This design comes from an exercise in tuning for small area, a short achievable clock period and few clock cycles on the open sky130 flow, not from production work.
In this exercise RTL edits were held to simulation tests only and were not proved equivalent to the original.

## lascon_top
module lascon_top #(
    parameter int LASCON_VARIANT = 0
)(
    input  logic        clk,
    input  logic        rst,
    input  logic [2:0]  mode_i,
    input  logic [31:0] xof_len_i,
    input  logic        start_i,
    input  logic        abort_i,
    output logic        busy_o,
    output logic        done_o,
    output logic        tag_fail_o,
    input  logic [63:0] s_axis_tdata,
    input  logic [7:0]  s_axis_tkeep,
    input  logic [3:0]  s_axis_tuser,
    input  logic        s_axis_tlast,
    input  logic        s_axis_tvalid,
    output logic        s_axis_tready,
    output logic [63:0] m_axis_tdata,
    output logic [7:0]  m_axis_tkeep,
    output logic [3:0]  m_axis_tuser,
    output logic        m_axis_tlast,
    output logic        m_axis_tvalid,
    input  logic        m_axis_tready
);
Settings: LEC_CHECK=0, CAP_MARGIN=30, CORE_MARGIN=2, CORE_UTILIZATION=40, PLACE_DENSITY=0.5, SETUP_SLACK_MARGIN=3.0, SLEW_MARGIN=50, SYNTH_HIERARCHICAL=1; clock period 7.0 ns.
run.sh (not shown) runs the stock make flow with config.mk's settings and CLKGATE_MAP_FILE= SYNTH_SCRIPT=/design/flow/synth_recipe.tcl, a recipe that flattens the netlist after the stock synthesis.
Testbench counts at the start, summed over its fixed seeds: cycles 20,321.
Next try:
--- a/flow/config.mk
+++ b/flow/config.mk
@@ -11,4 +11,4 @@
 export PLACE_DENSITY = 0.5
-export SETUP_SLACK_MARGIN = 3.0
-export SLEW_MARGIN = 50
+export SETUP_SLACK_MARGIN = 3.1
+export SLEW_MARGIN = 20
 export SYNTH_HIERARCHICAL = 1
Outcome:
- non-clock buffer count rose by 160
- hold slack gains 4.5 ps
- core utilization rises by 1.4 points
- setup slack gains 110 ps
- synthesized area stays the same
Next try:
--- a/flow/config.mk
+++ b/flow/config.mk
@@ -9,5 +9,5 @@
 export CORE_MARGIN = 2
-export CORE_UTILIZATION = 40
+export CORE_UTILIZATION = 35
 export PLACE_DENSITY = 0.5
-export SETUP_SLACK_MARGIN = 3.1
+export SETUP_SLACK_MARGIN = 3.0
 export SLEW_MARGIN = 20
What happened: Hold slack degrades by 19 ps. Die area rises by 14%. Sequential share of layout area rose by 0.27 points.

* * *

amber:
Starting RTL as in the previous note.
clock: 7.0 ns
lec_check: 0
cap_margin: 30
core_margin: 2
core_utilization: 45
place_density: 0.5
setup_slack_margin: 3.0
slew_margin: 20
synth_hierarchical: 1
Testbench counts of amber, summed over its fixed seeds: cycles 20,321.
Setup changes, amber to onyx
-- flow/config.mk --
<<< amber, line 8
export CAP_MARGIN = 30
export CORE_MARGIN = 2
export CORE_UTILIZATION = 45
export PLACE_DENSITY = 0.5
export SETUP_SLACK_MARGIN = 3.0
export SLEW_MARGIN = 20
export SYNTH_HIERARCHICAL = 1
>>> onyx, line 8
export CAP_MARGIN = 30
export CORE_MARGIN = 2
export CORE_UTILIZATION = 40
export GPL_TIMING_DRIVEN = 0
export PLACE_DENSITY = 0.5
export SETUP_SLACK_MARGIN = 2.9
export SLEW_MARGIN = 20
export SYNTH_HIERARCHICAL = 1
### Flow results
amber → onyx: hold slack moved down, routed metal-1 wirelength moved up, post-route cell area moved up, wire length of the first global-routing pass moved up, post-layout minimum cycle time moved up. Share of the cycle needed by the critical path after routing: onyx vs amber up 5.9 points. Compared with amber, in onyx worst slew margin relative to its limit went up; final global-route overflow total level. onyx: die area higher than amber.

* * *

== v23 ==
lascon_top again, from the RTL that the note above started with.
clock: 7.0 ns
lec_check: 0
cap_margin: 30
core_margin: 2
core_utilization: 40
place_density: 0.5
setup_slack_margin: 3.0
slew_margin: 65
synth_hierarchical: 1
Testbench counts of v23, summed over its fixed seeds: cycles 20,321.
[inputs] v21 vs v23
# v23
export LEC_CHECK = 0
export CAP_MARGIN = 30
export CORE_MARGIN = 2
export CORE_UTILIZATION = 40
export PLACE_DENSITY = 0.5
export SETUP_SLACK_MARGIN = 3.0
export SLEW_MARGIN = 65
export SYNTH_HIERARCHICAL = 1
create_clock -name core_clock -period 7.0 [get_ports {clk}]
# v21
export LEC_CHECK = 0
export CAP_MARGIN = 30
export CORE_MARGIN = 2
export CORE_UTILIZATION = 40
export PLACE_DENSITY = 0.5
export SETUP_SLACK_MARGIN = 3.2
export SLEW_MARGIN = 20
export SYNTH_HIERARCHICAL = 1
create_clock -name core_clock -period 7.0 [get_ports {clk}]
Findings:
v23 -> v21: synthesized area delta 0, exact match. Per the comparison of v21 with v23, count of buffers added by post-CTS timing repair for setup now sits higher; sequential share of layout area saw a decrease; worst slack at placement dropped 0.44 ns. v21 ends up with a fmax that is about 4.3% higher than in v23. Utilization up 3.1 points in v21 wrt v23. v21 ends up with a critical path depth that is 3 higher than in v23. v21 reports its cell type of the slowest stage on the worst timing path as sky130_fd_sc_hd__o41a_1 while v23 reports sky130_fd_sc_hd__xnor3_1. Setup slack | v21 above v23. The area of the multi-input gates in v21 sits about 2.6% above the value recorded for v23. v23 and v21 ended up with roughly the same final count of negative-setup-slack endpoints.

afterwards: timing with drivers on the ports:
In the flow no input, the clock included, has a driving cell. The finished layouts below were timed again as built, in two steps.
Step 1 (the two cells are an assumption about what drives the block):
set clk [get_ports {clk}]
set_driving_cell -lib_cell sky130_fd_sc_hd__clkbuf_16 $clk
set_driving_cell -lib_cell sky130_fd_sc_hd__buf_2 [delete_from_list [all_inputs] $clk]
Step 2 moves the port delays by t, midway between the first and last clock arrival at a register: inputs arrive t later, outputs are due t later. That takes back most of the time a late clock gives input paths.
a / b / c = ideal ports / drivers / drivers and shift; a / b = the first two.
run | t, ns | setup WS [ns] | clock arrival spread, ns | slew at the worst register clock pin (ns)
the first run of note 1 | 0.802 | 2.846 / 2.846 / 2.248 | 0.033 / 0.033 | 0.07 / 0.07
the second run of note 1 | 0.824 | 2.956 / 2.956 / 2.252 | 0.058 / 0.057 | 0.10 / 0.10
the third run of note 1 | 0.801 | 2.893 / 2.893 / 2.227 | 0.021 / 0.022 | 0.07 / 0.07
amber | 0.782 | 2.796 / 2.825 / 2.043 | 0.055 / 0.055 | 0.08 / 0.08
onyx | 0.824 | 2.383 / 2.385 / 1.614 | 0.077 / 0.077 | 0.09 / 0.09
v23 | 0.808 | 2.840 / 2.840 / 2.170 | 0.031 / 0.031 | 0.07 / 0.07
v21 | 0.788 | 3.010 / 3.044 / 2.256 | 0.048 / 0.048 | 0.07 / 0.07
After both steps setup and hold are still met in every run listed. For onyx, which loses most, drivers alone change the setup slack by +0.002 ns; drivers and shift together by -0.769 ns.
